Source: an optimization exercise on an open RTL-to-GDS flow (aim: small area). Production flows keep margins and buffers that such runs may drop. Only simulation tests tie the RTL to the original design; equivalence was not proved. Power figures rest on the tool's default switching activity, not on a simulated workload.

### constraint.sdc
create_clock -name core_clock -period 10.0 [get_ports {clock}]
set_input_delay 2.0000 -clock core_clock [delete_from_list [all_inputs] [get_ports {clock}]]
set_output_delay 2.0000 -clock core_clock [all_outputs]
set_load 0.01 [all_outputs]
### run.sh
#!/bin/bash
# synth_recipe.tcl (not shown) runs the flow's synth.tcl, then flattens the netlist and writes it again
# the make line also repeats each setting of config.mk as NAME=value (left out here)
make -C /OpenROAD-flow-scripts/flow DESIGN_CONFIG=/design/flow/config.mk WORK_HOME=/design/flow/orfs CLKGATE_MAP_FILE= SYNTH_SCRIPT=/design/flow/synth_recipe.tcl finish
### design.v
module enable_signal
(
    input clock,
    input i_reset,
    input [1:0] i_sw,
    output BR_clock
);
reg [1:0] count;
reg enable;
always @(posedge clock, negedge i_reset) begin
  if (!i_reset) begin
    count  <= 2'b00;
    enable <= 1'b0;
  end
  else if (i_sw[0] || i_sw[1]) begin
    count  <= count + 1'b1;
    enable <= (count == 2'b11);
  end
end
assign BR_clock = enable;
endmodule
module counter64
(
    input clock,
    input i_reset,
    input i_clear,
    input i_inc,
    output [63:0] o_count
);
reg [63:0] q;
wire [63:0] t;
wire [8:0] bc;
assign bc[0] = i_inc;
genvar b, i;
generate
  for (b = 0; b < 8; b = b + 1) begin : blk
    assign t[8*b] = bc[b];
    for (i = 1; i < 8; i = i + 1) begin : bt
      assign t[8*b+i] = t[8*b+i-1] & q[8*b+i-1];
    end
    assign bc[b+1] = bc[b] & (&q[8*b +: 8]);
  end
endgenerate
always @(posedge clock, negedge i_reset) begin
  if (!i_reset)
    q <= 64'd0;
  else
    q <= i_clear ? 64'd0 : (q ^ t);
end
assign o_count = q;
endmodule
module prbs
(
    input clock,
    input i_reset,
    input i_advance,
    output o_Q,
    output o_I,
    output [4:0] o_hist_Q,
    output [4:0] o_hist_I
);
reg [8:0] s;
reg [2:0] n_adv;    
always @(posedge clock, negedge i_reset) begin
  if (!i_reset) begin
    s     <= 9'h1AA;
    n_adv <= 3'd0;
  end
  else if (i_advance) begin
    s <= {s[7:0], s[8] ^ s[4]};
    if (n_adv != 3'd5)
      n_adv <= n_adv + 1'b1;
  end
end
wire [4:0] valid = {n_adv >= 3'd5, n_adv >= 3'd4, n_adv >= 3'd3,
                    n_adv >= 3'd2, n_adv != 3'd0};
assign o_Q = s[8];
assign o_I = s[6] ^ s[5];
assign o_hist_Q = valid & {s[0] ^ s[4] ^ s[5],
                           s[3] ^ s[8],
                           s[2] ^ s[7],
                           s[1] ^ s[6],
                           s[0] ^ s[5]};
assign o_hist_I = valid & {s[1] ^ s[2] ^ s[6] ^ s[7],
                           s[0] ^ s[1] ^ s[5] ^ s[6],
                           s[0] ^ s[5] ^ s[8],
                           s[7] ^ s[8],
                           s[6] ^ s[7]};
endmodule
module fir
(
    input i_sim,
    input [4:0] i_hist,
    input [1:0] i_phase,
    output [8:0] o_sum
);
reg [8:0] part_a;
reg [6:0] part_b;
always @(*) begin
  case ({i_phase, i_hist[2], i_hist[1]})
    4'd0: part_a = 9'h7f;
    4'd1: part_a = 9'h7f;
    4'd2: part_a = 9'h181;
    4'd3: part_a = 9'h181;
    4'd4: part_a = 9'h94;
    4'd5: part_a = 9'h50;
    4'd6: part_a = 9'h1b0;
    4'd7: part_a = 9'h16c;
    4'd8: part_a = 9'h9a;
    4'd9: part_a = 9'h0;
    4'd10: part_a = 9'h0;
    4'd11: part_a = 9'h166;
    4'd12: part_a = 9'h94;
    4'd13: part_a = 9'h1b0;
    4'd14: part_a = 9'h50;
    4'd15: part_a = 9'h16c;
    default: part_a = 9'h0;
  endcase
end
always @(*) begin
  case ({i_phase, i_hist[4], i_hist[3], i_hist[0], i_sim})
    6'd0: part_b = 7'h0;
    6'd1: part_b = 7'h0;
    6'd2: part_b = 7'h0;
    6'd3: part_b = 7'h0;
    6'd4: part_b = 7'h0;
    6'd5: part_b = 7'h0;
    6'd6: part_b = 7'h0;
    6'd7: part_b = 7'h0;
    6'd8: part_b = 7'h0;
    6'd9: part_b = 7'h0;
    6'd10: part_b = 7'h0;
    6'd11: part_b = 7'h0;
    6'd12: part_b = 7'h0;
    6'd13: part_b = 7'h0;
    6'd14: part_b = 7'h0;
    6'd15: part_b = 7'h0;
    6'd16: part_b = 7'h6d;
    6'd17: part_b = 7'h6b;
    6'd18: part_b = 7'h7b;
    6'd19: part_b = 7'h79;
    6'd20: part_b = 7'hd;
    6'd21: part_b = 7'hb;
    6'd22: part_b = 7'h1b;
    6'd23: part_b = 7'h19;
    6'd24: part_b = 7'h67;
    6'd25: part_b = 7'h65;
    6'd26: part_b = 7'h75;
    6'd27: part_b = 7'h73;
    6'd28: part_b = 7'h7;
    6'd29: part_b = 7'h5;
    6'd30: part_b = 7'h15;
    6'd31: part_b = 7'h13;
    6'd32: part_b = 7'h66;
    6'd33: part_b = 7'h62;
    6'd34: part_b = 7'h4;
    6'd35: part_b = 7'h0;
    6'd36: part_b = 7'h4;
    6'd37: part_b = 7'h0;
    6'd38: part_b = 7'h22;
    6'd39: part_b = 7'h1e;
    6'd40: part_b = 7'h62;
    6'd41: part_b = 7'h5e;
    6'd42: part_b = 7'h0;
    6'd43: part_b = 7'h7c;
    6'd44: part_b = 7'h0;
    6'd45: part_b = 7'h7c;
    6'd46: part_b = 7'h1e;
    6'd47: part_b = 7'h1a;
    6'd48: part_b = 7'h6d;
    6'd49: part_b = 7'h67;
    6'd50: part_b = 7'hd;
    6'd51: part_b = 7'h7;
    6'd52: part_b = 7'h7b;
    6'd53: part_b = 7'h75;
    6'd54: part_b = 7'h1b;
    6'd55: part_b = 7'h15;
    6'd56: part_b = 7'h6b;
    6'd57: part_b = 7'h65;
    6'd58: part_b = 7'hb;
    6'd59: part_b = 7'h5;
    6'd60: part_b = 7'h79;
    6'd61: part_b = 7'h73;
    6'd62: part_b = 7'h19;
    6'd63: part_b = 7'h13;
    default: part_b = 7'h0;
  endcase
end
assign o_sum = part_a + {{2{part_b[6]}}, part_b};
endmodule
module downsampling_slicer
(
    input clock,
    input i_reset,
    input i_fir_sign,
    input [1:0] i_sel_phase,
    output o_bit
);
reg [2:0] r_shift;
always @(posedge clock, negedge i_reset) begin
  if (!i_reset)
    r_shift <= 3'b000;
  else
    r_shift <= {r_shift[1:0], i_fir_sign};
end
wire [3:0] taps = {r_shift, i_fir_sign};
assign o_bit = taps[i_sel_phase];
endmodule
module BER
(
    input clock,
    input i_reset,
    input i_reset_sinc,     
    input i_shift,          
    input i_search,         
    input i_close,          
    input i_count,          
    input i_locked,
    input [10:0] i_pos,     
    input i_PRBS,
    input i_sim,
    output [63:0] o_error_count
);
reg [509:0] hist;
always @(posedge clock) begin
  if (i_shift)
    hist <= {hist[508:0], i_PRBS};
end
reg [8:0] errors_count;
reg [8:0] errors_min;
reg [10:0] index_min;
wire [10:0] idx = i_locked ? index_min : i_pos;
wire [8:0] sel_c = 9'd1 << idx[3:0];
wire [8:0] sel_b = 9'd1 << idx[7:4];
wire [8:0] sel_a = 9'd1 << idx[10:8];
wire [728:0] taps = {218'd0, hist, i_PRBS};
wire [80:0] l1;
wire [8:0] l2;
wire ref_bit;
genvar g;
generate
  for (g = 0; g < 57; g = g + 1) begin : lv1
    mux9oh u (.d(taps[9*g +: 9]), .s(sel_c), .o(l1[g]));
  end
  for (g = 0; g < 7; g = g + 1) begin : lv2
    mux9oh u (.d(l1[9*g +: 9]), .s(sel_b), .o(l2[g]));
  end
endgenerate
assign l1[80:57] = 24'd0;
assign l2[8:7] = 2'd0;
mux9oh u_lv3 (.d(l2), .s(sel_a), .o(ref_bit));
wire err = i_sim ^ ref_bit;
always @(posedge clock, negedge i_reset) begin
  if (!i_reset) begin
    errors_count <= 9'd0;
    errors_min   <= 9'd511;
    index_min    <= 11'd0;
  end
  else if (i_reset_sinc) begin
    errors_count <= 9'd0;
    errors_min   <= 9'd511;
    index_min    <= 11'd0;
  end
  else begin
    if (i_close) begin
      errors_count <= 9'd0;
      if (errors_count < errors_min) begin
        errors_min <= errors_count;
        index_min  <= i_pos;
      end
    end
    else if (i_search)
      errors_count <= errors_count + err;
  end
end
counter64 u_error_count (
    .clock(clock), .i_reset(i_reset), .i_clear(i_reset_sinc),
    .i_inc(i_count & err), .o_count(o_error_count));
endmodule
module mux9oh
(
    input [8:0] d,
    input [8:0] s,
    output o
);
wire n0, n1, n2;
aoi222 u0 (.d(d[2:0]), .s(s[2:0]), .o(n0));
aoi222 u1 (.d(d[5:3]), .s(s[5:3]), .o(n1));
aoi222 u2 (.d(d[8:6]), .s(s[8:6]), .o(n2));
assign o = ~(n0 & n1 & n2);
endmodule
module aoi222
(
    input [2:0] d,
    input [2:0] s,
    output o
);
assign o = ~|(d & s);
endmodule
module DSP
(
    input clock,
    input i_reset,
    input [3:0] i_sw,
    output signed [10:0] fir_Q,
    output signed [10:0] fir_I,
    output [63:0] o_bits_count_Q,
    output [63:0] o_error_count_Q,
    output [63:0] o_bits_count_I,
    output [63:0] o_error_count_I
);
localparam NB_CHECK = 511;
wire tick;
enable_signal u_enable_signal (
    .clock(clock),
    .i_reset(i_reset),
    .i_sw(i_sw[1:0]),
    .BR_clock(tick)
);
wire prbs_Q, prbs_I;
wire [4:0] hist_Q, hist_I;
prbs u_prbs (
    .clock(clock),
    .i_reset(i_reset),
    .i_advance(i_sw[0] & tick),
    .o_Q(prbs_Q),
    .o_I(prbs_I),
    .o_hist_Q(hist_Q),
    .o_hist_I(hist_I)
);
reg [1:0] address;
always @(posedge clock, negedge i_reset) begin
  if (!i_reset)
    address <= 2'b00;
  else if (tick)
    address <= 2'b00;
  else
    address <= address + 1'b1;
end
wire signed [8:0] sum_Q, sum_I;
fir u_fir_Q (.i_sim(prbs_Q), .i_hist(hist_Q), .i_phase(address), .o_sum(sum_Q));
fir u_fir_I (.i_sim(prbs_I), .i_hist(hist_I), .i_phase(address), .o_sum(sum_I));
reg signed [8:0] sal_fir_Q, sal_fir_I;
always @(posedge clock, negedge i_reset) begin
  if (!i_reset) begin
    sal_fir_Q <= 9'd0;
    sal_fir_I <= 9'd0;
  end
  else begin
    sal_fir_Q <= sum_Q;
    sal_fir_I <= sum_I;
  end
end
assign fir_Q = {{2{sal_fir_Q[8]}}, sal_fir_Q};
assign fir_I = {{2{sal_fir_I[8]}}, sal_fir_I};
wire bit_Q, bit_I;
downsampling_slicer u_slicer_Q (
    .clock(clock), .i_reset(i_reset), .i_fir_sign(sal_fir_Q[8]),
    .i_sel_phase(i_sw[3:2]), .o_bit(bit_Q));
downsampling_slicer u_slicer_I (
    .clock(clock), .i_reset(i_reset), .i_fir_sign(sal_fir_I[8]),
    .i_sel_phase(i_sw[3:2]), .o_bit(bit_I));
reg [1:0] sel_phase_reg;
reg reset_sinc;
always @(posedge clock, negedge i_reset) begin
  if (!i_reset) begin
    sel_phase_reg <= 2'b00;
    reset_sinc    <= 1'b0;
  end
  else begin
    sel_phase_reg <= i_sw[3:2];
    reset_sinc    <= (i_sw[2] & ~sel_phase_reg[0]) |
                     (i_sw[3] & ~sel_phase_reg[1]) |
                     ((sel_phase_reg != 2'b00) & (i_sw[3:2] == 2'b00));
  end
end
reg [8:0] checker_count;
reg [2:0] pos_a;
reg [3:0] pos_b, pos_c;
reg locked;
wire shift  = i_sw[1] & tick;
wire ctick  = shift & ~reset_sinc;
wire last   = (checker_count == NB_CHECK-1);
wire close  = ctick & ~locked & last;
wire search = ctick & ~locked & ~last;
wire count  = ctick & locked;
wire [10:0] pos = {pos_a, pos_b, pos_c};
wire pos_end = (pos_a == 3'd6) & (pos_b == 4'd2) & (pos_c == 4'd6);    
always @(posedge clock, negedge i_reset) begin
  if (!i_reset) begin
    checker_count <= 9'd0;
    pos_a         <= 3'd0;
    pos_b         <= 4'd0;
    pos_c         <= 4'd0;
    locked        <= 1'b0;
  end
  else if (reset_sinc) begin
    checker_count <= 9'd0;
    pos_a         <= 3'd0;
    pos_b         <= 4'd0;
    pos_c         <= 4'd0;
    locked        <= 1'b0;
  end
  else begin
    if (close) begin
      checker_count <= 9'd0;
      if (pos_end) begin
        pos_a  <= 3'd0;
        pos_b  <= 4'd0;
        pos_c  <= 4'd0;
        locked <= 1'b1;
      end
      else if (pos_c != 4'd8)
        pos_c <= pos_c + 1'b1;
      else begin
        pos_c <= 4'd0;
        if (pos_b != 4'd8)
          pos_b <= pos_b + 1'b1;
        else begin
          pos_b <= 4'd0;
          pos_a <= pos_a + 1'b1;
        end
      end
    end
    else if (search)
      checker_count <= checker_count + 1'b1;
  end
end
BER u_BER_Q (
    .clock(clock), .i_reset(i_reset), .i_reset_sinc(reset_sinc),
    .i_shift(shift), .i_search(search), .i_close(close), .i_count(count),
    .i_locked(locked), .i_pos(pos), .i_PRBS(prbs_Q), .i_sim(bit_Q),
    .o_error_count(o_error_count_Q));
BER u_BER_I (
    .clock(clock), .i_reset(i_reset), .i_reset_sinc(reset_sinc),
    .i_shift(shift), .i_search(search), .i_close(close), .i_count(count),
    .i_locked(locked), .i_pos(pos), .i_PRBS(prbs_I), .i_sim(bit_I),
    .o_error_count(o_error_count_I));
wire [63:0] bits_count;
counter64 u_bits_count (
    .clock(clock), .i_reset(i_reset), .i_clear(reset_sinc),
    .i_inc(count), .o_count(bits_count));
assign o_bits_count_Q = bits_count;
assign o_bits_count_I = bits_count;
endmodule
### config.mk
export PLATFORM = sky130hd
export DESIGN_NAME = DSP
export DESIGN_NICKNAME = DSP
export VERILOG_FILES = /design/flow/design.v
export SDC_FILE = /design/flow/constraint.sdc
export NUM_CORES = 4
export LEC_CHECK = 0
export CAP_MARGIN = 20
export CORE_MARGIN = 2
export CORE_UTILIZATION = 40
export CTS_BUF_LIST = sky130_fd_sc_hd__clkbuf_4
export SLEW_MARGIN = 20
export SYNTH_HIERARCHICAL = 1
==> impl_metrics.yaml, run 1 <==
finish:
  syn2layout_area_growth_pct: 18.3
  final_area_mm2: 0.0632
  top_regs: "u_BER_I.hist (510), u_BER_Q.hist (510)"
  fillers: 11536
  num-nets-final: 4098
  drive_gt1_share_pct: 18.7
logic_synthesis:
  synth-warning-count: 13
  netlist_instances: 3261
  seq_area_frac_synth_pct: 72.1
  synth_edf_count: 1020
  synth_seq_cells: 1335
  ys_types: 80
  avgSynthCellArea_um2: 16.4
  syn_area_mm2: 0.0534
  yosys_most_used_dff: "edfxtp_1"
  async_flop_share_pct: 23.6
die:
  dieArea_mm2: 0.136
  die_h_um: 369
  die_w_um: 369
  pin_count: 284
  num_rows: 134
  core-area_mm2: 0.133
  start_util_pct: 40.2
route:
  viasPerCell: 5.62
  ant_nets: 0
  drc: 0
  num_vias: 32879
  drt_iter0_drc: 4573
  drt_pass1_iterations: 11
  wl_per_cell_um: 21.2
  postRouteWirelength_mm: 124
clock_network:
  root_buffer: "clkbuf_4"
  cts_num_sinks: 1335
  h-tree-depth: 5
  post_cts_buffers: 0
  cts_buffers: 357
  cts_resized: 0
  path_clk_slew_ns: 0.08
  cts_hold_buffers: 0
  clock_path_buffers: 4
  cts_tree: "yes"
  clk_latency_ns: 1.25
pwr:
  combPwrFrac_pct: 16.2
  p_int_uw: 9610
  p_seq_share_pct: 48.9
  vdd_drop_max_uv: 135
  p_leak_uw: 0.0200
  p_per_area_mw_per_mm2: 210
  clock_power_share_pct: 34.8
  switching_share_pct: 27.5
  power_switching_uw: 3650
timing:
  worst_pin_slew_ns: 1.17
  min_period_ns: 7.24
  finalCritPeriodShare_pct: 72.4
  whs_ns: 0.379
  timing.slew.headroom_pct: 21.5
  rsz0062_at_grt: "no"
  drv_slew: 0
  finalClockSkew_ns: 0.0934
  setup_viol: 0
  fmax_ghz: 0.138
  hold_violations: 0
global_routing:
  grt_pass1_vias: 33388
  antenna_found_initial: 2
  grtUsageTotal_pct: 17.9
  grt-ovfl-total: 0
  grt_max_degree: 216
  grt_pass1_wl_mm: 193
critical_path:
  crit_chain: "buf_4 -> nor3_1 -> a21oi_1 -> nor2_4 -> buf_4 -> a222oi_1 -> nand3_1 -> a222oi_1 -> nand3_1 -> a222oi_1 -> nand3_1 -> xor2_1 -> and2_1 -> nand3_1 -> or3_1 -> nor4_2 -> ha_1 -> ha_1 -> ha_1 -> ha_1 -> ha_1 -> ha_1 -> ha_1 -> nor2b_1"
  cp_num_buf_inv: 2
  cp_top_family: "compound AO/OA/AOI/OAI gates"
  worst_ep_required_time_ns: 11.03
  cp_slowest_cell: "a21oi_1"
  crit_fanout: 57
  crit_top_cell: "ha_1"
  path_class: "reg2reg"
  slowest_delay_ns: 0.68
  cp-end-kind: "flop"
  arrival_ns: 8.27
  worst_setup_path_start_kind: "flop"
run_status:
  status: "finished clean"
placed_design:
  place_congestion: 0.754
  dpl.hpwl_mm: 67.7
  place_area_mm2: 0.0589
  portBuffers: 283
job:
  cap_violations: 0
worst_hold_path:
  hold_path.class: "reg2reg"
[cell type report]
| type | instances | area, µm² | area share, % |
|---|---|---|---|
| Multi-Input combinational cell | 1732 | 14500 | 23.0 |
| Tap cell | 1768 | 2210 | 3.50 |
| Clock buffer | 532 | 3990 | 6.32 |
| Antenna cell | 7 | 17.5 | 0.0277 |
| Clock inverter | 59 | 239 | 0.378 |
| Sequential cell | 1335 | 38500 | 61.0 |
| Timing Repair Buffer | 343 | 3330 | 5.26 |
| Inverter | 78 | 295 | 0.467 |
[metal layers]
metal  routed length [µm]  GRT usage (%)  up-vias  part of all wire [%]
li1                     -              -    14595                     -
met1                53800           25.0    16495                    43
met2                54900           26.2     1623                    44
met3                13200           5.97      166                    11
met4                 1970           5.54        0                   1.6
met5                    0              0        -                     0
[Yosys stat by module (local to each module, per instance)]
module / copies in the design / flip-flops and latches / cells inside / area [µm²]
BER: 2 / 539 / 748 / 17300
DSP: 1 / 44 / 244 / 2520
aoi222: 390 / 0 / 1 / 10.0
counter64: 3 / 64 / 227 / 2970
downsampling_slicer: 2 / 3 / 4 / 97.6
enable_signal: 1 / 3 / 8 / 125
fir: 2 / 0 / 120 / 880
mux9oh: 130 / 0 / 1 / 5.00
prbs: 1 / 12 / 64 / 698
[worst register-to-register path, delay by kind of cell (launching register included)]
| family | cells | cell delay, ns |
|---|---|---|
| AOI/OAI and AO/OA | 4 | 2.15 |
| and+or+nand+nor | 10 | 2.03 |
| adders and majority gates | 7 | 1.12 |
| buffers and inverters | 2 | 0.92 |
| DFF | 1 | 0.61 |
| xor gates and xnor gates | 1 | 0.28 |
[cell families (layout without fill, tap and decap cells)]
| family | count (synthesis) | in the layout | synth area share (%) |
|---|---|---|---|
| adder cells (fa/ha/maj) | 245 | 245 | 5.77 |
| XOR/XNOR | 77 | 77 | 1.29 |
| flip-flops | 1335 | 1335 | 72.1 |
| AND/OR/NAND/NOR | 759 | 759 | 7.82 |
| buffers and inverters | 214 | 1012 | 2.11 |
| multiplexers | 79 | 79 | 1.56 |
| AO/OA/AOI/OAI | 548 | 548 | 9.29 |
| other | 4 | 31 | 0.0281 |
[path summary, 6_finish.rpt]
path	startpoint	end	slack (ns)	cells past startpoint
worst min-delay path	u_slicer_Q.r_shift[1]$_DFF_PN0_	u_slicer_Q.r_shift[2]$_DFF_PN0_	0.38	0
max in group asynchronous	i_reset	locked$_DFFE_PN0P_	7.56	2
worst max-delay path	locked$_DFFE_PN0P_	u_BER_Q.u_error_count.q[62]$_DFF_PN0_	2.76	24
min in group asynchronous	i_reset	u_bits_count.q[22]$_DFF_PN0_	0.88	1
worst max register to register	locked$_DFFE_PN0P_	u_BER_Q.u_error_count.q[62]$_DFF_PN0_	2.76	24
worst min register to register	u_slicer_Q.r_shift[1]$_DFF_PN0_	u_slicer_Q.r_shift[2]$_DFF_PN0_	0.38	0
[per-stage QoR]
step | util, % | setup TNS [ns] | setup slack (ns) | cells | total power [µW]
after floorplan | - | -237.99 | -1.83 | 3281 | 8470
after global placement | 44.3 | 0 | 2.81 | 5256 | 8780
after detailed placement | 44.3 | 0 | 2.77 | 5256 | 8800
after CTS | 47.5 | 0 | 2.72 | 5847 | 13500
after global routing | 47.5 | 0 | 2.22 | 5850 | 14000
final | 47.5 | 0 | 2.76 | 5854 | 13300
[synthesized netlist by cell type, types with 23 or more instances]
library cell | count | area share (%)
nor3_1 | 28 | 0.26
xnor2_1 | 54 | 0.89
nand3_1 | 150 | 1.4
mux2i_1 | 65 | 1.2
nand2_1 | 50 | 0.35
dfstp_2 | 23 | 1.1
nand4_1 | 46 | 0.54
nor2b_1 | 177 | 2.1
inv_1 | 76 | 0.53
buf_4 | 68 | 0.96
ha_1 | 243 | 5.7
a21oi_1 | 45 | 0.42
nor2_1 | 181 | 1.3
dfrtp_1 | 292 | 14
o21ai_0 | 23 | 0.22
edfxtp_1 | 1020 | 57
a222oi_1 | 390 | 7.3
clkbuf_1 | 47 | 0.33
nand2b_1 | 56 | 0.66
[layout by cell type, fill, tap and decap left out, types with 26 or more instances in the layout]
master,Yosys,final
a21oi_1,45,45
a222oi_1,390,390
buf_4,68,57
clkbuf_4,0,532
clkdlybuf4s50_1,0,282
clkinv_1,0,43
dfrtp_1,292,290
edfxtp_1,1020,1020
ha_1,243,194
ha_4,0,43
inv_1,76,75
mux2i_1,65,65
nand2_1,50,50
nand2b_1,56,56
nand3_1,150,150
nand4_1,46,46
nor2_1,181,162
nor2b_1,177,177
nor3_1,28,26
xnor2_1,54,54
[power groups by stage]
stage	Clock, µW	Combinational (µW)	Sequential (µW)
3_3_place_gp	0	2180	6600
6_report	4620	2150	6490
5_1_grt	5090	2430	6510
3_5_place_dp	0	2200	6610
4_1_cts	4800	2200	6490
2_1_floorplan	0	1620	6850
==> inputs of run 2 (changes only) <==
--- a/config.mk
+++ b/config.mk
@@ -8,6 +8,5 @@
 export CAP_MARGIN = 20
 export CORE_MARGIN = 2
 export CORE_UTILIZATION = 40
-export CTS_BUF_LIST = sky130_fd_sc_hd__clkbuf_4
 export SLEW_MARGIN = 20
 export SYNTH_HIERARCHICAL = 1
==> run 2 against run 1 <==
Net effect:
- final cell count is 5.9% lower
- clock power is 9.7% higher
- wire length is 2.0% lower
- highest routed layer unchanged
- non-clock buffer count stayed put
- clock skew is 0.073 ns lower
- hold slack worse by 0.0016 ns
- sequential share of layout area is 0.18 points lower
- via count is 4.0% lower
- critical path depth stayed put
- utilization is 0.14 points higher
- critical endpoint unchanged
==> impl_metrics.yaml, run 2 <==
run_status:
  status: "finished clean"
logic_synthesis:
  synth.cells.most_frequent: "edfxtp_1 (1,020), a222oi_1 (390), dfrtp_1 (292)"
  synth_area_leader_cell: "edfxtp_1"
  synth_top_cell_area_share_pct: 57.3
  ys_types: 80
  synth_edf_count: 1020
  syn_area_mm2: 0.0534
  avgSynthCellArea_um2: 16.4
  synth_seq_cells: 1335
  async_flop_share_pct: 23.6
  synth_most_common_cell: "edfxtp_1"
  synth-warning-count: 13
  yosys_most_used_dff: "edfxtp_1"
  netlist_instances: 3261
  synth_area_leaders: "edfxtp_1 (57%), dfrtp_1 (14%), a222oi_1 (7.3%)"
  seq_area_frac_synth_pct: 72.1
finish:
  final_cell_mix: "edfxtp_1 (1,020), a222oi_1 (390), dfrtp_1 (290)"
  fillers: 11317
  multiInputGateArea_mm2: 0.0145
  final_util_pct: 47.7
  top_regs: "u_BER_I.hist (510), u_BER_Q.hist (510)"
  syn2layout_area_growth_pct: 18.6
  drive_gt1_share_pct: 10.9
  seqCellArea_mm2: 0.0385
  num-nets-final: 3882
  final_common_cell: "edfxtp_1"
timing:
  tns_ns: 0
  finalCritPeriodShare_pct: 72.7
  rsz0062_at_grt: "no"
  worst_pin_slew_ns: 1.19
  hold_violations: 0
  min_period_ns: 7.27
  whs_ns: 0.378
  setup_viol: 0
  fmax_ghz: 0.138
  finalClockSkew_ns: 0.0204
  drv_slew: 0
  timing.slew.headroom_pct: 20.6
clock_network:
  clk_latency_ns: 0.75
  h-tree-depth: 4
  cts_resized: 0
  cts_buffers: 141
  clock_path_buffers: 3
  cts_tree: "yes"
  cts_num_sinks: 1335
  cts_hold_buffers: 0
  post_cts_buffers: 0
  path_clk_slew_ns: 0.06
  root_buffer: "clkbuf_16"
route:
  ant_nets: 0
  num_vias: 31551
  wl_per_cell_um: 22.0
  drt_iter0_drc: 4534
  postRouteWirelength_mm: 121
  drt_pass1_iterations: 12
  viasPerCell: 5.73
  drc: 0
pwr:
  power_switching_uw: 3610
  combPwrFrac_pct: 15.7
  switching_share_pct: 26.3
  p_seq_share_pct: 47.3
  p_leak_uw: 0.0196
  p_per_area_mw_per_mm2: 217
  power_uw: 13700
  p_int_uw: 10100
  clock_power_share_pct: 37.0
  vdd_drop_max_uv: 175
die:
  pin_count: 284
  die_w_um: 369
  start_util_pct: 40.2
  die_h_um: 369
  core-area_mm2: 0.133
  num_rows: 134
  dieArea_mm2: 0.136
global_routing:
  grt-ovfl-total: 0
  use_met2_pct: 26.4
  grt_pass1_vias: 31610
  busiest_layer: "met2"
  grt_pass1_wl_mm: 189
  grt_max_degree: 216
  grtUsageTotal_pct: 17.5
  met1_usage_pct: 25.1
  grtUsageMet3_pct: 4.45
  antenna_found_initial: 0
critical_path:
  cp-end-kind: "flop"
  crit_fanout: 57
  path_class: "reg2reg"
  arrival_ns: 7.86
  worst_ep_required_time_ns: 10.60
  worst_setup_path_start_kind: "flop"
placed_design:
  place_congestion: 0.754
  dpl.hpwl_mm: 67.7
  portBuffers: 283
job:
  cap_violations: 0
worst_hold_path:
  hold_path.class: "reg2reg"
## run 2: cells by family (layout without fill, tap and decap cells)
logic type,count (synthesis),count (layout),synth area share (%)
AO/OA/AOI/OAI,548,548,9.29
multiplexers,79,79,1.56
flip-flops,1335,1335,72.1
XOR/XNOR,77,77,1.29
buffers and inverters,214,672,2.11
AND/OR/NAND/NOR,759,759,7.82
other,4,26,0.0281
adder cells (fa/ha/maj),245,245,5.77
## run 2: metrics by stage
| stage | instance area, µm² | setup WS, ns | std cells |
|---|---|---|---|
| after global placement | 58900 | 2.81 | 5256 |
| after floorplan | 54100 | -1.83 | 3281 |
| after detailed placement | 58900 | 2.77 | 5256 |
| final | 63400 | 2.73 | 5509 |
| after CTS | 63400 | 2.70 | 5507 |
| after global routing | 63400 | 2.19 | 5507 |
## run 2: critical path, stage by stage, from the launching register on
cell and delay (ns):
dfrtp_2 0.61, buf_4 0.50, nor3_1 0.08, a21oi_1 0.68
nor2_4 0.06, buf_4 0.41, a222oi_1 0.47, nand3_1 0.12
a222oi_1 0.48, nand3_1 0.24, a222oi_1 0.44, nand3_1 0.32
xor2_1 0.29, and2_1 0.20, nand3_1 0.07, or3_1 0.49
nor4_2 0.33, ha_1 0.19, ha_1 0.14, ha_1 0.14
ha_1 0.15, ha_1 0.14, ha_1 0.14, ha_1 0.21
nor2b_1 0.12
## run 2: area by class of cell
class,instances,area share [%]
Sequential cell,1335,60.8
Multi-Input combinational cell,1732,23.0
Inverter,78,0.466
Clock inverter,64,0.966
Clock buffer,187,6.03
Timing Repair Buffer,343,5.25
Antenna cell,2,0.00790
Tap cell,1768,3.49
## run 2: modules after synthesis (local to each module, per instance)
module               cells inside  copies in the design
DSP                           244                     1
fir                           120                     2
aoi222                          1                   390
BER                           748                     2
counter64                     227                     3
prbs                           64                     1
mux9oh                          1                   130
downsampling_slicer             4                     2
enable_signal                   8                     1
## run 2: final timing paths
path	startpoint	to	slack, ns	cells past startpoint
max in group asynchronous	i_reset	locked$_DFFE_PN0P_	7.14	2
max	locked$_DFFE_PN0P_	u_BER_Q.u_error_count.q[62]$_DFF_PN0_	2.73	24
max reg2reg	locked$_DFFE_PN0P_	u_BER_Q.u_error_count.q[62]$_DFF_PN0_	2.73	24
min reg2reg	u_slicer_Q.r_shift[1]$_DFF_PN0_	u_slicer_Q.r_shift[2]$_DFF_PN0_	0.38	0
min in group asynchronous	i_reset	u_bits_count.q[18]$_DFF_PN0_	1.30	1
min	u_slicer_Q.r_shift[1]$_DFF_PN0_	u_slicer_Q.r_shift[2]$_DFF_PN0_	0.38	0
## run 2: layer usage
layer,up-vias,wire [µm]
li1,13989,-
met5,-,0
met4,0,2190
met2,1366,54500
met3,145,11200
met1,16051,53500
## run 2: power groups by stage
stage / Combinational (µW) / Sequential, µW / Clock, µW
floorplan: 1620 / 6850 / 0
global placement: 2180 / 6600 / 0
detailed placement: 2200 / 6610 / 0
CTS: 2210 / 6500 / 5210
global route: 2430 / 6510 / 5420
finish: 2160 / 6490 / 5070
==> inputs of run 3 (changes only) <==
--- a/design.v
+++ b/design.v
@@ -19,33 +19,38 @@
 end
 assign BR_clock = enable;
 endmodule
-module counter64
+module counter
+#(
+    parameter W = 64
+)
 (
     input clock,
     input i_reset,
     input i_clear,
     input i_inc,
-    output [63:0] o_count
+    output [W-1:0] o_count
 );
-reg [63:0] q;
-wire [63:0] t;
-wire [8:0] bc;
-assign bc[0] = i_inc;
+localparam NB = (W + 7) / 8;
+reg [W-1:0] q;
+wire [8*NB-1:0] qp = {{(8*NB-W){1'b0}}, q};
+wire [8*NB-1:0] t;
+wire [NB:0] ones;    
+assign ones[0] = 1'b1;
 genvar b, i;
 generate
-  for (b = 0; b < 8; b = b + 1) begin : blk
-    assign t[8*b] = bc[b];
+  for (b = 0; b < NB; b = b + 1) begin : blk
+    assign t[8*b] = i_inc & ones[b];
     for (i = 1; i < 8; i = i + 1) begin : bt
-      assign t[8*b+i] = t[8*b+i-1] & q[8*b+i-1];
+      assign t[8*b+i] = t[8*b+i-1] & qp[8*b+i-1];
     end
-    assign bc[b+1] = bc[b] & (&q[8*b +: 8]);
+    assign ones[b+1] = ones[b] & (&qp[8*b +: 8]);
   end
 endgenerate
 always @(posedge clock, negedge i_reset) begin
   if (!i_reset)
-    q <= 64'd0;
+    q <= {W{1'b0}};
   else
-    q <= i_clear ? 64'd0 : (q ^ t);
+    q <= i_clear ? {W{1'b0}} : (q ^ t[W-1:0]);
 end
 assign o_count = q;
 endmodule
@@ -216,6 +221,7 @@
     input i_close,          
     input i_count,          
     input i_locked,
+    input i_lock,           
     input [10:0] i_pos,     
     input i_PRBS,
     input i_sim,
@@ -232,24 +238,29 @@
 wire [10:0] idx = i_locked ? index_min : i_pos;
 wire [8:0] sel_c = 9'd1 << idx[3:0];
 wire [8:0] sel_b = 9'd1 << idx[7:4];
-wire [8:0] sel_a = 9'd1 << idx[10:8];
-wire [728:0] taps = {218'd0, hist, i_PRBS};
-wire [80:0] l1;
-wire [8:0] l2;
+wire [6:0] sel_a = 7'd1 << idx[10:8];
+wire [510:0] taps = {hist, i_PRBS};
+wire [56:0] l1;
+wire [6:0] l2;
 wire ref_bit;
 genvar g;
 generate
-  for (g = 0; g < 57; g = g + 1) begin : lv1
+  for (g = 0; g < 56; g = g + 1) begin : lv1
     mux9oh u (.d(taps[9*g +: 9]), .s(sel_c), .o(l1[g]));
   end
-  for (g = 0; g < 7; g = g + 1) begin : lv2
+  for (g = 0; g < 6; g = g + 1) begin : lv2
     mux9oh u (.d(l1[9*g +: 9]), .s(sel_b), .o(l2[g]));
   end
 endgenerate
-assign l1[80:57] = 24'd0;
-assign l2[8:7] = 2'd0;
-mux9oh u_lv3 (.d(l2), .s(sel_a), .o(ref_bit));
-wire err = i_sim ^ ref_bit;
+mux7oh u_lv1_56 (.d(taps[510:504]), .s(sel_c[6:0]), .o(l1[56]));
+mux3oh u_lv2_6 (.d(l1[56:54]), .s(sel_b[2:0]), .o(l2[6]));
+mux7oh u_lv3 (.d(l2), .s(sel_a[6:0]), .o(ref_bit));
+reg ref_r;
+always @(posedge clock)
+  ref_r <= i_reset_sinc ? i_PRBS : ref_bit;
+wire err = i_sim ^ ref_r;
+wire carry_lo = i_count & err & (&errors_count);
+wire carry_mid = carry_lo & (&errors_min);
 always @(posedge clock, negedge i_reset) begin
   if (!i_reset) begin
     errors_count <= 9'd0;
@@ -264,18 +275,24 @@
   else begin
     if (i_close) begin
       errors_count <= 9'd0;
-      if (errors_count < errors_min) begin
-        errors_min <= errors_count;
+      if (errors_count < errors_min)
         index_min  <= i_pos;
-      end
+      if (i_lock)
+        errors_min <= 9'd0;
+      else if (errors_count < errors_min)
+        errors_min <= errors_count;
     end
-    else if (i_search)
+    else if (i_search | i_count)
       errors_count <= errors_count + err;
+    if (carry_lo)
+      errors_min <= errors_min + 1'b1;
   end
 end
-counter64 u_error_count (
+wire [45:0] error_hi;
+counter #(.W(46)) u_error_hi (
     .clock(clock), .i_reset(i_reset), .i_clear(i_reset_sinc),
-    .i_inc(i_count & err), .o_count(o_error_count));
+    .i_inc(carry_mid), .o_count(error_hi));
+assign o_error_count = {error_hi, {errors_min, errors_count} & {18{i_locked}}};
 endmodule
 module mux9oh
 (
@@ -289,6 +306,28 @@
 aoi222 u2 (.d(d[8:6]), .s(s[8:6]), .o(n2));
 assign o = ~(n0 & n1 & n2);
 endmodule
+module mux7oh
+(
+    input [6:0] d,
+    input [6:0] s,
+    output o
+);
+wire n0, n1, n2;
+aoi222 u0 (.d(d[2:0]), .s(s[2:0]), .o(n0));
+aoi222 u1 (.d(d[5:3]), .s(s[5:3]), .o(n1));
+assign n2 = ~(d[6] & s[6]);
+assign o = ~(n0 & n1 & n2);
+endmodule
+module mux3oh
+(
+    input [2:0] d,
+    input [2:0] s,
+    output o
+);
+wire n0;
+aoi222 u0 (.d(d), .s(s), .o(n0));
+assign o = ~n0;
+endmodule
 module aoi222
 (
     input [2:0] d,
@@ -422,24 +461,25 @@
         end
       end
     end
-    else if (search)
+    else if (search | count)
       checker_count <= checker_count + 1'b1;
   end
 end
 BER u_BER_Q (
     .clock(clock), .i_reset(i_reset), .i_reset_sinc(reset_sinc),
     .i_shift(shift), .i_search(search), .i_close(close), .i_count(count),
-    .i_locked(locked), .i_pos(pos), .i_PRBS(prbs_Q), .i_sim(bit_Q),
+    .i_locked(locked), .i_lock(pos_end), .i_pos(pos), .i_PRBS(prbs_Q), .i_sim(bit_Q),
     .o_error_count(o_error_count_Q));
 BER u_BER_I (
     .clock(clock), .i_reset(i_reset), .i_reset_sinc(reset_sinc),
     .i_shift(shift), .i_search(search), .i_close(close), .i_count(count),
-    .i_locked(locked), .i_pos(pos), .i_PRBS(prbs_I), .i_sim(bit_I),
+    .i_locked(locked), .i_lock(pos_end), .i_pos(pos), .i_PRBS(prbs_I), .i_sim(bit_I),
     .o_error_count(o_error_count_I));
-wire [63:0] bits_count;
-counter64 u_bits_count (
+wire [54:0] bits_hi;
+counter #(.W(55)) u_bits_hi (
     .clock(clock), .i_reset(i_reset), .i_clear(reset_sinc),
-    .i_inc(count), .o_count(bits_count));
+    .i_inc(count & (&checker_count)), .o_count(bits_hi));
+wire [63:0] bits_count = {bits_hi, checker_count & {9{locked}}};
 assign o_bits_count_Q = bits_count;
 assign o_bits_count_I = bits_count;
 endmodule
==> flow/run.sh (new file) <==
#!/bin/bash
# The standard layout (standard.sh, standard synthesis unchanged) with
# two changes: the port buffers use the smallest buffer cell, and clock tree
# synthesis clusters up to 24 sinks per leaf buffer without dummy loads.
set -euo pipefail
export BUFFER_PORTS_ARGS="-buffer_cell sky130_fd_sc_hd__buf_1"
export CTS_ARGS="-sink_clustering_enable -repair_clock_nets -dont_use_dummy_load -sink_clustering_size 24 -sink_clustering_max_diameter 70"
bash standard.sh > standard.log 2>&1
==> standard.sh (new file) <==
#!/bin/bash
# synth_recipe.tcl (not shown) runs the flow's synth.tcl, then flattens the netlist and writes it again
# the make line also repeats each setting of config.mk as NAME=value (left out here)
make -C /OpenROAD-flow-scripts/flow DESIGN_CONFIG=/design/flow/config.mk WORK_HOME=/design/flow/orfs CLKGATE_MAP_FILE= SYNTH_SCRIPT=/design/flow/synth_recipe.tcl "${@:-finish}"
removed: run.sh
==> run 3 against run 2 <==
Net effect:
- global-route usage grew 0.13 points
- utilization down 3.3 points
- combinational power is essentially flat
- wire length fell by 0.78%
- non-clock buffer count decreased by 4
- worst setup slack improved by 2.0 ns
- critical endpoint is now u_BER_I.u_error_hi.q[30]$_DFF_PN0_
==> impl_metrics.yaml, run 3 <==
pwr:
  combPwrFrac_pct: 18.4
  power_uw: 11800
  p_per_area_mw_per_mm2: 205
  p_seq_share_pct: 54.2
  p_int_uw: 8590
  power_switching_uw: 3180
  switching_share_pct: 27.0
  p_leak_uw: 0.0171
  vdd_drop_max_uv: 322
  clock_power_share_pct: 27.4
logic_synthesis:
  avgSynthCellArea_um2: 16.1
  netlist_instances: 3224
  ys_types: 92
  synth_most_common_cell: "edfxtp_1"
  synth_top_cell_area_share_pct: 58.9
  async_flop_share_pct: 20.9
  synth.cells.most_frequent: "edfxtp_1 (1,020), a222oi_1 (382), dfrtp_1 (247)"
  synth_area_leader_cell: "edfxtp_1"
  synth_area_leaders: "edfxtp_1 (59%), dfrtp_1 (12%), a222oi_1 (7.4%)"
  synth_edf_count: 1020
  synth_seq_cells: 1292
  synth-warning-count: 14
  syn_area_mm2: 0.0520
  seq_area_frac_synth_pct: 72.0
  yosys_most_used_dff: "edfxtp_1"
timing:
  drv_slew: 0
  rsz0062_at_grt: "no"
  finalCritPeriodShare_pct: 52.8
  hold_violations: 0
  worst_pin_slew_ns: 1.20
  min_period_ns: 5.28
  setup_viol: 0
  finalClockSkew_ns: 0.0637
  fmax_ghz: 0.189
  timing.slew.headroom_pct: 19.7
route:
  viasPerCell: 5.86
  num_vias: 30859
  ant_nets: 0
  drt_pass1_iterations: 11
  postRouteWirelength_mm: 120
  drc: 0
  wl_per_cell_um: 22.9
  drt_iter0_drc: 4670
die:
  pin_count: 284
  dieArea_mm2: 0.133
  num_rows: 132
  start_util_pct: 40.2
  die_h_um: 365
  die_w_um: 365
  core-area_mm2: 0.129
run_status:
  status: "finished clean"
placed_design:
  place_congestion: 0.780
  place_area_mm2: 0.0552
  portBuffers: 283
  place_inst: 5179
  dpl.hpwl_mm: 67.7
clock_network:
  clk_latency_ns: 0.70
  cts_tree: "yes"
  cts_num_sinks: 1292
  cts_hold_buffers: 0
  cts_buffers: 87
  path_clk_slew_ns: 0.07
  root_buffer: "clkbuf_16"
  clock_path_buffers: 3
  cts_resized: 0
  h-tree-depth: 3
  post_cts_buffers: 0
finish:
  fillers: 11368
  final_common_cell: "edfxtp_1"
  syn2layout_area_growth_pct: 10.2
  final_cell_mix: "edfxtp_1 (1,020), a222oi_1 (382), buf_1 (282)"
  num-nets-final: 3745
  final_area_mm2: 0.0573
  drive_gt1_share_pct: 7.15
  top_regs: "u_BER_I.hist (510), u_BER_Q.hist (510), u_bits_hi.q (55)"
  stdcell_count: 5267
critical_path:
  slowest_delay_ns: 0.49
  worst_ep_required_time_ns: 10.51
  crit_top_cell: "ha_1"
  arrival_ns: 5.79
  crit_fanout: 10
  worst_setup_path_start_kind: "input port"
  cp-end-kind: "flop"
  cp_top_family: "simple AND/OR/NAND/NOR gates"
  cp_slowest_cell: "or3_1"
  cp_num_buf_inv: 1
  crit_chain: "buf_1 -> nand2_4 -> nor2_1 -> and2_1 -> nand4_2 -> nor3_1 -> and3_1 -> nand2_1 -> or3_1 -> nor4_1 -> ha_1 -> ha_1 -> ha_1 -> ha_1 -> ha_1 -> ha_1 -> ha_1 -> nor2b_1"
  path_class: "in2reg"
worst_hold_path:
  hold_path.class: "reg2reg"
job:
  cap_violations: 0
global_routing:
  grt-ovfl-total: 0
  antenna_found_initial: 4
  grt_max_degree: 196
  grtUsageTotal_pct: 17.7
  grt_pass1_vias: 29814
  grt_pass1_wl_mm: 184
-- run 3: cell types whose count changed in the layout (fill, tap and decap cells not counted), sizes merged, moves of 44 or more --
cell           delta
buf             +277
clkdlybuf4s50   -282
nor2b            -44
dfrtp            -45
and2             +44
clkinv           -44
clkbuf           -99
nand2b           -54
-- run 3: power groups by stage --
stage | clock network, µW | registers, µW | logic [µW]
after global routing | 3530 | 6400 | 2460
after global placement | 0 | 6480 | 2180
final | 3220 | 6380 | 2170
after floorplan | 0 | 7050 | 1700
after CTS | 3350 | 6370 | 2210
after detailed placement | 0 | 6480 | 2190
-- run 3: logic make-up (layout without fill, tap and decap cells) --
logic type	after synthesis	after routing	synth area share, %
AO/OA/AOI/OAI	610	610	10.4
XOR/XNOR	69	69	1.23
adder cells (fa/ha/maj)	213	213	5.15
buffers and inverters	224	524	2.16
flip-flops	1292	1292	72.0
multiplexers	61	61	1.28
other	2	3	0.0144
AND/OR/NAND/NOR	753	753	7.79
-- run 3: routing by layer --
| metal | up-vias | track usage [%] | share of wire (%) |
|---|---|---|---|
| li1 | 13707 | - | - |
| met1 | 15755 | 26.2 | 44 |
| met2 | 1275 | 26.7 | 46 |
| met3 | 118 | 3.25 | 8.3 |
| met4 | 4 | 4.49 | 1.7 |
| met5 | - | 0 | 0.019 |
-- run 3: Yosys stat by module, one instance, submodules excluded, a selection --
module               cells  times used  cell area (µm²)
BER                    812           2            17700
DSP                    256           1             2560
fir                    112           2              853
prbs                    66           1              708
enable_signal            8           1              125
downsampling_slicer      4           2             97.6
aoi222                   1         382             10.0
mux7oh                   2           4             8.76
mux9oh                   1         124             5.00
mux3oh                   1           2             3.75
-- run 3: per-stage QoR --
stage,worst slack (ns),hold WS [ns],setup TNS (ns),utilization [%]
floorplan,-7.86,0.349,-8056.24,-
global placement,4.09,0.358,0,42.6
detailed placement,4.01,0.372,0,42.6
CTS,4.74,0.377,0,44.3
global route,4.39,0.382,0,44.3
finish,4.72,0.383,0,44.3
-- run 3: path summary, 6_finish.rpt --
kind,from,end,cells past startpoint,slack (ns)
worst min register to register,u_slicer_Q.r_shift[1]$_DFF_PN0_,u_slicer_Q.r_shift[2]$_DFF_PN0_,0,0.38
min in group asynchronous,i_reset,u_BER_Q.u_error_hi.q[43]$_DFF_PN0_,2,1.46
worst min-delay path,u_slicer_Q.r_shift[1]$_DFF_PN0_,u_slicer_Q.r_shift[2]$_DFF_PN0_,0,0.38
max in group asynchronous,i_reset,u_prbs.n_adv[0]$_DFFE_PN0P_,3,6.98
worst max register to register,locked$_DFFE_PN0P_,u_BER_I.u_error_hi.q[30]$_DFF_PN0_,16,5.06
worst max-delay path,i_sw[1],u_BER_I.u_error_hi.q[30]$_DFF_PN0_,18,4.72
-- run 3: cell type report --
class / instances / area, µm² / share of cell area [%]
Inverter: 98 / 372 / 0.648
Multi-Input combinational cell: 1708 / 13600 / 23.7
Sequential cell: 1292 / 37500 / 65.3
Clock buffer: 87 / 2180 / 3.80
Antenna cell: 1 / 2.50 / 0.00436
Timing Repair Buffer: 339 / 1550 / 2.70
Tap cell: 1742 / 2180 / 3.80
-- run 3: worst reg2reg max path, cell delays in order, from the launching register on --
cell and delay (ns):
dfrtp_4 0.74, buf_4 0.70, and2_1 0.52, nand4_2 0.19
nor3_1 0.20, and3_1 0.28, nand2_1 0.08, or3_1 0.49
nor4_1 0.33, ha_1 0.20, ha_1 0.14, ha_1 0.14
ha_1 0.14, ha_1 0.14, ha_1 0.14, ha_1 0.21
nor2b_1 0.13
==> inputs of run 4 (changes only) <==
==> flow/run.sh (replaced) <==
#!/bin/bash
# The standard layout (standard.sh, standard synthesis unchanged) with
# two changes: the port buffers use the smallest buffer cell, and clock tree
# synthesis clusters up to 26 sinks per leaf buffer without dummy loads.
set -euo pipefail
export BUFFER_PORTS_ARGS="-buffer_cell sky130_fd_sc_hd__buf_1"
export CTS_ARGS="-sink_clustering_enable -repair_clock_nets -dont_use_dummy_load -sink_clustering_size 26 -sink_clustering_max_diameter 90"
bash standard.sh > standard.log 2>&1
==> run 4 against run 3 <==
Net effect:
- via count about the same
- final cell count down 0.49%
- die area unchanged
- sequential cell count unchanged
- non-clock buffer count unchanged
- design area down 1.2%
- clock-buffer cell count down 27
- wire length down 0.44%
- register-to-register slack about the same
- critical path depth unchanged
- sequential share of layout area up 0.78 points
- first-iteration DRC count up 1.6%
- largest cell class unchanged
==> impl_metrics.yaml, run 4 <==
route:
  viasPerCell: 5.88
  postRouteWirelength_mm: 120
  wl_per_cell_um: 22.9
  drt_pass1_iterations: 12
  drt_iter0_drc: 4745
  num_vias: 30836
  drc: 0
  ant_nets: 0
die:
  core-area_mm2: 0.129
  pin_count: 284
  die_w_um: 365
  die_h_um: 365
  num_rows: 132
  dieArea_mm2: 0.133
  start_util_pct: 40.2
clock_network:
  clk_latency_ns: 0.73
  post_cts_buffers: 0
  clock_path_buffers: 3
  cts_num_sinks: 1292
  h-tree-depth: 2
  cts_buffers: 60
  cts_resized: 0
  root_buffer: "clkbuf_16"
  cts_tree: "yes"
  cts_hold_buffers: 0
  path_clk_slew_ns: 0.08
finish:
  final_util_pct: 43.8
  final_common_cell: "edfxtp_1"
  top_regs: "u_BER_I.hist (510), u_BER_Q.hist (510), u_bits_hi.q (55)"
  final_cell_mix: "edfxtp_1 (1,020), a222oi_1 (382), buf_1 (282)"
  num-nets-final: 3718
  drive_gt1_share_pct: 6.43
  stdcell_count: 5241
  syn2layout_area_growth_pct: 8.94
worst_hold_path:
  holdCritStartpoint: "u_slicer_Q.r_shift[1]$_DFF_PN0_"
  hold_path.class: "reg2reg"
timing:
  setup_ws_ns: 4.72
  rsz0062_at_grt: "no"
  timing.slew.headroom_pct: 20.4
  worst_pin_slew_ns: 1.19
  finalCritPeriodShare_pct: 52.8
  min_period_ns: 5.28
  drv_slew: 0
  fmax_ghz: 0.189
  hold_violations: 0
  setup_viol: 0
  finalClockSkew_ns: 0.0933
critical_path:
  cp_slowest_cell: "or3_1"
  worst_ep_required_time_ns: 10.50
  cp_num_buf_inv: 1
  arrival_ns: 5.78
  cp_top_family: "simple AND/OR/NAND/NOR gates"
  crit_top_cell: "ha_1"
  worst_setup_path_start_kind: "input port"
  cp-end-kind: "flop"
  slowest_delay_ns: 0.49
  critical_path_cell_count: 18
  crit_chain: "buf_1 -> nand2_4 -> nor2_1 -> and2_1 -> nand4_2 -> nor3_1 -> and3_1 -> nand2_1 -> or3_1 -> nor4_1 -> ha_1 -> ha_1 -> ha_1 -> ha_1 -> ha_1 -> ha_1 -> ha_1 -> nor2b_1"
  worstReg2RegStart: "locked$_DFFE_PN0P_"
  ff2ff_path_depth: 16
  regToRegEndpoint: "u_BER_I.u_error_hi.q[30]$_DFF_PN0_"
  path_class: "in2reg"
  crit_end: "u_BER_I.u_error_hi.q[30]$_DFF_PN0_"
  ff2ff_setup_slack_ns: 5.07
  critPathLaunch: "i_sw[1]"
  crit_fanout: 10
global_routing:
  grt_max_degree: 196
  antenna_found_initial: 2
  grt-ovfl-total: 0
  grtUsageTotal_pct: 17.5
  grt_pass1_vias: 29476
  grt_pass1_wl_mm: 183
logic_synthesis:
  yosys_most_used_dff: "edfxtp_1"
  async_flop_share_pct: 20.9
  synth_area_leaders: "edfxtp_1 (59%), dfrtp_1 (12%), a222oi_1 (7.4%)"
  ys_types: 92
  netlist_instances: 3224
  syn_area_mm2: 0.0520
  synth_top_cell_area_share_pct: 58.9
  synth_edf_count: 1020
  avgSynthCellArea_um2: 16.1
  synth-warning-count: 14
  synth_area_leader_cell: "edfxtp_1"
  synth_seq_cells: 1292
  synth_most_common_cell: "edfxtp_1"
  seq_area_frac_synth_pct: 72.0
  synth.cells.most_frequent: "edfxtp_1 (1,020), a222oi_1 (382), dfrtp_1 (247)"
placed_design:
  portBuffers: 283
  dpl.hpwl_mm: 67.7
  place_inst: 5179
  pre_cts_ws_ns: 4.01
  place_congestion: 0.780
job:
  cap_violations: 0
run_status:
  status: "finished clean"
pwr:
  p_leak_uw: 0.0167
  vdd_drop_max_uv: 322
  p_per_area_mw_per_mm2: 198
-- run 4: cell counts after synthesis --
Identical to the previous run, type by type.
-- run 4: final cells by class --
class,count,area [µm²]
tap,1742,2180
fill,11438,72700
multi-input combinational,1708,13600
inverter,98,372
clock buffer,60,1500
antenna,2,5.00
sequential,1292,37500
timing repair buffer,339,1550
-- run 4: where the power goes --
part | internal (µW) | total (µW) | switching (µW)
Sequential | 6230 | 6370 | 144
Combinational | 820 | 2170 | 1350
Clock | 1070 | 2660 | 1590
-- run 4: worst min path at each step --
| stage | cells after the start | to | slack [ns] |
|---|---|---|---|
| after floorplan | 0 | u_slicer_I.r_shift[2]$_DFF_PN0_ | 0.35 |
| after global placement | 0 | u_slicer_Q.r_shift[2]$_DFF_PN0_ | 0.36 |
| after detailed placement | 0 | u_slicer_Q.r_shift[1]$_DFF_PN0_ | 0.37 |
| after CTS | 0 | u_slicer_Q.r_shift[2]$_DFF_PN0_ | 0.37 |
| after global routing | 0 | u_slicer_Q.r_shift[2]$_DFF_PN0_ | 0.38 |
| final | 0 | u_slicer_Q.r_shift[2]$_DFF_PN0_ | 0.37 |
-- run 4: logic make-up after synthesis --
family | after synthesis | synth area share [%]
simple gates | 753 | 7.79
mux | 61 | 1.28
compound gates | 610 | 10.4
fa+ha+maj | 213 | 5.15
buf+inv | 224 | 2.16
other cells | 2 | 0.0144
flops | 1292 | 72.0
xor+xnor | 69 | 1.23
-- run 4: per-layer routing --
metal  share of wire [%]  up-vias  global-route usage (%)  wire (µm)
li1                    -    13659                       -          -
met1                  45    15791                    26.3      53500
met2                  45     1265                    26.6      54500
met3                 8.2      117                    3.06       9890
met4                 1.7        4                    3.38       2030
met5               0.018        -                       0         22
-- run 4: per-module statistics from Yosys, one instance, submodules excluded, a selection --
module | copies in the design | area (µm²) | cells | flip-flops and latches
BER | 2 | 17700 | 812 | 540
DSP | 1 | 2560 | 256 | 44
fir | 2 | 853 | 112 | 0
prbs | 1 | 708 | 66 | 12
enable_signal | 1 | 125 | 8 | 3
downsampling_slicer | 2 | 97.6 | 4 | 3
aoi222 | 382 | 10.0 | 1 | 0
mux7oh | 4 | 8.76 | 2 | 0
mux9oh | 124 | 5.00 | 1 | 0
mux3oh | 2 | 3.75 | 1 | 0
-- run 4: worst register-to-register path: stages (launching register included) --
cell,delay [ns]
dfrtp_4,0.75
buf_4,0.70
and2_1,0.50
nand4_2,0.19
nor3_1,0.20
and3_1,0.27
nand2_1,0.07
or3_1,0.49
nor4_1,0.33
ha_1,0.20
ha_1,0.14
ha_1,0.14
ha_1,0.14
ha_1,0.14
ha_1,0.14
ha_1,0.21
nor2b_1,0.13
-- run 4: stage by stage --
| stage | TNS, ns | hold WS [ns] | cell area, µm² | total power (µW) |
|---|---|---|---|---|
| floorplan | -8056.24 | 0.349 | 52000 | 8750 |
| global placement | 0 | 0.358 | 55200 | 8660 |
| detailed placement | 0 | 0.372 | 55200 | 8680 |
| CTS | 0 | 0.371 | 56700 | 11300 |
| global route | 0 | 0.379 | 56700 | 11800 |
| finish | 0 | 0.371 | 56700 | 11200 |
==> inputs of run 5 (changes only) <==
--- a/config.mk
+++ b/config.mk
@@ -5,8 +5,9 @@
 export SDC_FILE = /design/flow/constraint.sdc
 export NUM_CORES = 4
 export LEC_CHECK = 0
-export CAP_MARGIN = 20
+export CAP_MARGIN = 10
 export CORE_MARGIN = 2
 export CORE_UTILIZATION = 40
-export SLEW_MARGIN = 20
+export GPL_TIMING_DRIVEN = 0
+export SLEW_MARGIN = 10
 export SYNTH_HIERARCHICAL = 1
==> run 5 against run 4 <==
Net effect:
- register-to-register slack lost 0.20 ns
- clock skew grew 0.017 ns
- final cell count grew 2.8%
- die area is the same
- synthesized cell count is the same
- critical endpoint is now u_BER_Q.u_error_hi.q[30]$_DFF_PN0_
- largest power group unchanged
==> impl_metrics.yaml, run 5 <==
logic_synthesis:
  synth_seq_cells: 1292
  netlist_instances: 3224
  synth_top_cell_area_share_pct: 58.9
  synth_most_common_cell: "edfxtp_1"
  syn_area_mm2: 0.0520
  synth_edf_count: 1020
  yosys_most_used_dff: "edfxtp_1"
  synth_area_leader_cell: "edfxtp_1"
  ys_types: 92
  async_flop_share_pct: 20.9
  synth_area_leaders: "edfxtp_1 (59%), dfrtp_1 (12%), a222oi_1 (7.4%)"
  seq_area_frac_synth_pct: 72.0
  avgSynthCellArea_um2: 16.1
  synth-warning-count: 14
  synth.cells.most_frequent: "edfxtp_1 (1,020), a222oi_1 (382), dfrtp_1 (247)"
finish:
  fillers: 11283
  final_area_mm2: 0.0585
  syn2layout_area_growth_pct: 12.5
  final_common_cell: "edfxtp_1"
  seqCellArea_mm2: 0.0375
  top_regs: "u_BER_I.hist (510), u_BER_Q.hist (510), u_bits_hi.q (55)"
  multiInputGateArea_mm2: 0.0136
  drive_gt1_share_pct: 8.78
  final_cell_mix: "edfxtp_1 (1,020), a222oi_1 (382), buf_1 (284)"
  num-nets-final: 3865
critical_path:
  regToRegEndpoint: "u_BER_I.ref_r$_DFF_P_"
  critPathLaunch: "i_sw[1]"
  crit_fanout: 10
  arrival_ns: 5.80
  critical_path_cell_count: 18
  ff2ff_setup_slack_ns: 4.87
  worst_ep_required_time_ns: 10.51
  worstReg2RegStart: "locked$_DFFE_PN0P_"
  crit_end: "u_BER_Q.u_error_hi.q[30]$_DFF_PN0_"
  ff2ff_path_depth: 13
  cp_slowest_cell: "or3_1"
  cp_top_family: "simple AND/OR/NAND/NOR gates"
  path_class: "in2reg"
  slowest_delay_ns: 0.49
  cp_num_buf_inv: 1
  cp-end-kind: "flop"
  crit_top_cell: "ha_1"
  crit_chain: "buf_1 -> nand2_4 -> nor2_1 -> and2_1 -> nand4_2 -> nor3_1 -> and3_1 -> nand2_1 -> or3_1 -> nor4_1 -> ha_1 -> ha_1 -> ha_1 -> ha_1 -> ha_1 -> ha_1 -> ha_1 -> nor2b_1"
  worst_setup_path_start_kind: "input port"
die:
  die_w_um: 365
  pin_count: 284
  core-area_mm2: 0.129
  start_util_pct: 40.2
  die_h_um: 365
  num_rows: 132
  dieArea_mm2: 0.133
global_routing:
  grtUsageTotal_pct: 17.7
  grt_pass1_vias: 30206
  grt_max_degree: 43
  grt-ovfl-total: 0
  antenna_found_initial: 3
  grt_pass1_wl_mm: 185
timing:
  worst_pin_slew_ns: 1.30
  timing.slew.headroom_pct: 13.0
  tns_ns: 0
  hold_violations: 0
  min_period_ns: 5.29
  setup_viol: 0
  finalCritPeriodShare_pct: 52.9
  fmax_ghz: 0.189
  whs_ns: 0.367
  drv_slew: 0
  rsz0062_at_grt: "no"
  finalClockSkew_ns: 0.110
placed_design:
  dpl.hpwl_mm: 77.4
  place_congestion: 0.810
  place_area_mm2: 0.0570
  portBuffers: 283
worst_hold_path:
  min_path_cells: 0
  hold_path.class: "reg2reg"
clock_network:
  cts_num_sinks: 1292
  cts_hold_buffers: 0
  clk_latency_ns: 0.76
  cts_buffers: 61
  cts_tree: "yes"
  root_buffer: "clkbuf_16"
  post_cts_buffers: 0
  path_clk_slew_ns: 0.10
  h-tree-depth: 2
  clock_path_buffers: 3
  cts_resized: 0
pwr:
  power_uw: 11300
  vdd_drop_max_uv: 305
  p_leak_uw: 0.0176
  p_per_area_mw_per_mm2: 194
route:
  wl_met3_mm: 9.51
  num_vias: 31471
  ant_nets: 0
  highest_layer: "met5"
  viasPerCell: 5.84
  postRouteWirelength_mm: 122
  wl_per_cell_um: 22.6
  drc: 0
  drt_iter0_drc: 4422
  wl_met1_mm: 53.6
  met2_length_mm: 56.0
  drt_pass1_iterations: 11
run_status:
  status: "finished clean"
job:
  cap_violations: 0
run 5: layer usage:
layer,up-vias,track usage [%]
met5,-,0
met4,2,4.34
met3,162,3.15
met2,1286,27.5
met1,16056,25.8
li1,13965,-
run 5: final cells by class:
type / instances / share of cell area, %
Sequential cell: 1292 / 64.0
Multi-Input combinational cell: 1708 / 23.2
Timing Repair Buffer: 359 / 4.54
Tap cell: 1742 / 3.72
Clock buffer: 61 / 2.61
Buffer: 126 / 1.29
Inverter: 98 / 0.635
Antenna cell: 1 / 0.00428
run 5: modules after synthesis, one instance, submodules excluded, excerpt:
| module | cell area (µm²) | flip-flops and latches |
|---|---|---|
| enable_signal | 125 | 3 |
| DSP | 2560 | 44 |
| fir | 853 | 0 |
| mux7oh | 8.76 | 0 |
| downsampling_slicer | 97.6 | 3 |
| BER | 17700 | 540 |
| prbs | 708 | 12 |
| mux3oh | 3.75 | 0 |
| mux9oh | 5.00 | 0 |
| aoi222 | 10.0 | 0 |
run 5: how the worst min path moves through the flow:
| stage | from | end |
|---|---|---|
| finish | u_BER_Q.hist[70]$_DFFE_PP_ | u_BER_Q.hist[71]$_DFFE_PP_ |
| global route | u_BER_Q.hist[68]$_DFFE_PP_ | u_BER_Q.hist[69]$_DFFE_PP_ |
| CTS | u_BER_Q.hist[22]$_DFFE_PP_ | u_BER_Q.hist[23]$_DFFE_PP_ |
| detailed placement | u_slicer_I.r_shift[1]$_DFF_PN0_ | u_slicer_I.r_shift[2]$_DFF_PN0_ |
| global placement | u_slicer_Q.r_shift[1]$_DFF_PN0_ | u_slicer_Q.r_shift[2]$_DFF_PN0_ |
| floorplan | u_slicer_I.r_shift[1]$_DFF_PN0_ | u_slicer_I.r_shift[2]$_DFF_PN0_ |
run 5: through the flow:
| stage | util [%] | std cells | setup slack (ns) |
|---|---|---|---|
| after floorplan | - | 3224 | -7.86 |
| after global placement | 42.7 | 5249 | -14.08 |
| after detailed placement | 44.1 | 5324 | 4.02 |
| after CTS | 45.2 | 5385 | 4.75 |
| after global routing | 45.3 | 5386 | 4.46 |
| final | 45.3 | 5387 | 4.71 |
run 5: cell families (layout without fill, tap and decap cells):
group / after synthesis / count (layout) / synth area share (%)
and+or+nand+nor: 753 / 753 / 7.79
DFF: 1292 / 1292 / 72.0
muxes: 61 / 61 / 1.28
adders and majority gates: 213 / 213 / 5.15
AOI/OAI and AO/OA: 610 / 610 / 10.4
other: 2 / 3 / 0.0144
buffers and inverters: 224 / 644 / 2.16
xor gates and xnor gates: 69 / 69 / 1.23
run 5: power breakdown:
| group | total, µW | switching, µW | internal [µW] |
|---|---|---|---|
| clock network | 2680 | 1590 | 1080 |
| logic | 2340 | 1400 | 938 |
| registers | 6330 | 127 | 6200 |
| total | 11300 | 3120 | 8230 |
run 5: worst register-to-register path: stages (launching register included):
cell and delay, ns:
dfrtp_1 0.63, clkbuf_1 0.33, clkbuf_1 0.32, a21oi_1 0.72, nor2_4 0.28, buf_12 0.27
buf_12 0.19, a222oi_1 0.37, nand3_1 0.12, a222oi_1 0.70, nand3_1 0.23, a222oi_1 0.40
nand3_1 0.18, mux2_2 0.29

-- what the ideal ports hide --
The flow's constraints put no driver on any port. The routed layouts listed below were extracted and timed again, unchanged, in two steps. Step 1 sets driving cells, clkbuf_16 on the clock port and buf_2 on the other inputs (assumed; they add their load-dependent delay and slew). Step 2 also shifts input and output timing later by t, the mid clock arrival at the registers, as if the neighbouring blocks saw the same clock. a / b / c = ideal / step 1 / step 2; a / b = the first two.
run | t, ns | slack for setup (ns) | slew at the worst register clock pin (ns) | worst data-port slew with drivers (ns) | pins driven straight from the clock port
run 1 | 1.269 | 2.761 / 2.761 / 2.761 | 0.08 / 0.08 | 0.08 | 1
run 2 | 0.821 | 2.733 / 2.733 / 2.733 | 0.07 / 0.07 | 0.07 | 1
run 3 | 0.747 | 4.718 / 4.768 / 4.021 | 0.10 / 0.10 | 0.08 | 1
run 4 | 0.754 | 4.718 / 4.770 / 4.016 | 0.10 / 0.10 | 0.07 | 1
run 5 | 0.748 | 4.711 / 4.751 / 4.003 | 0.11 / 0.11 | 0.09 | 1
After both steps every run listed still meets setup and hold. The setup slack of run 5, which loses most, moves by +0.040 ns with the drivers and by -0.708 ns with both steps.
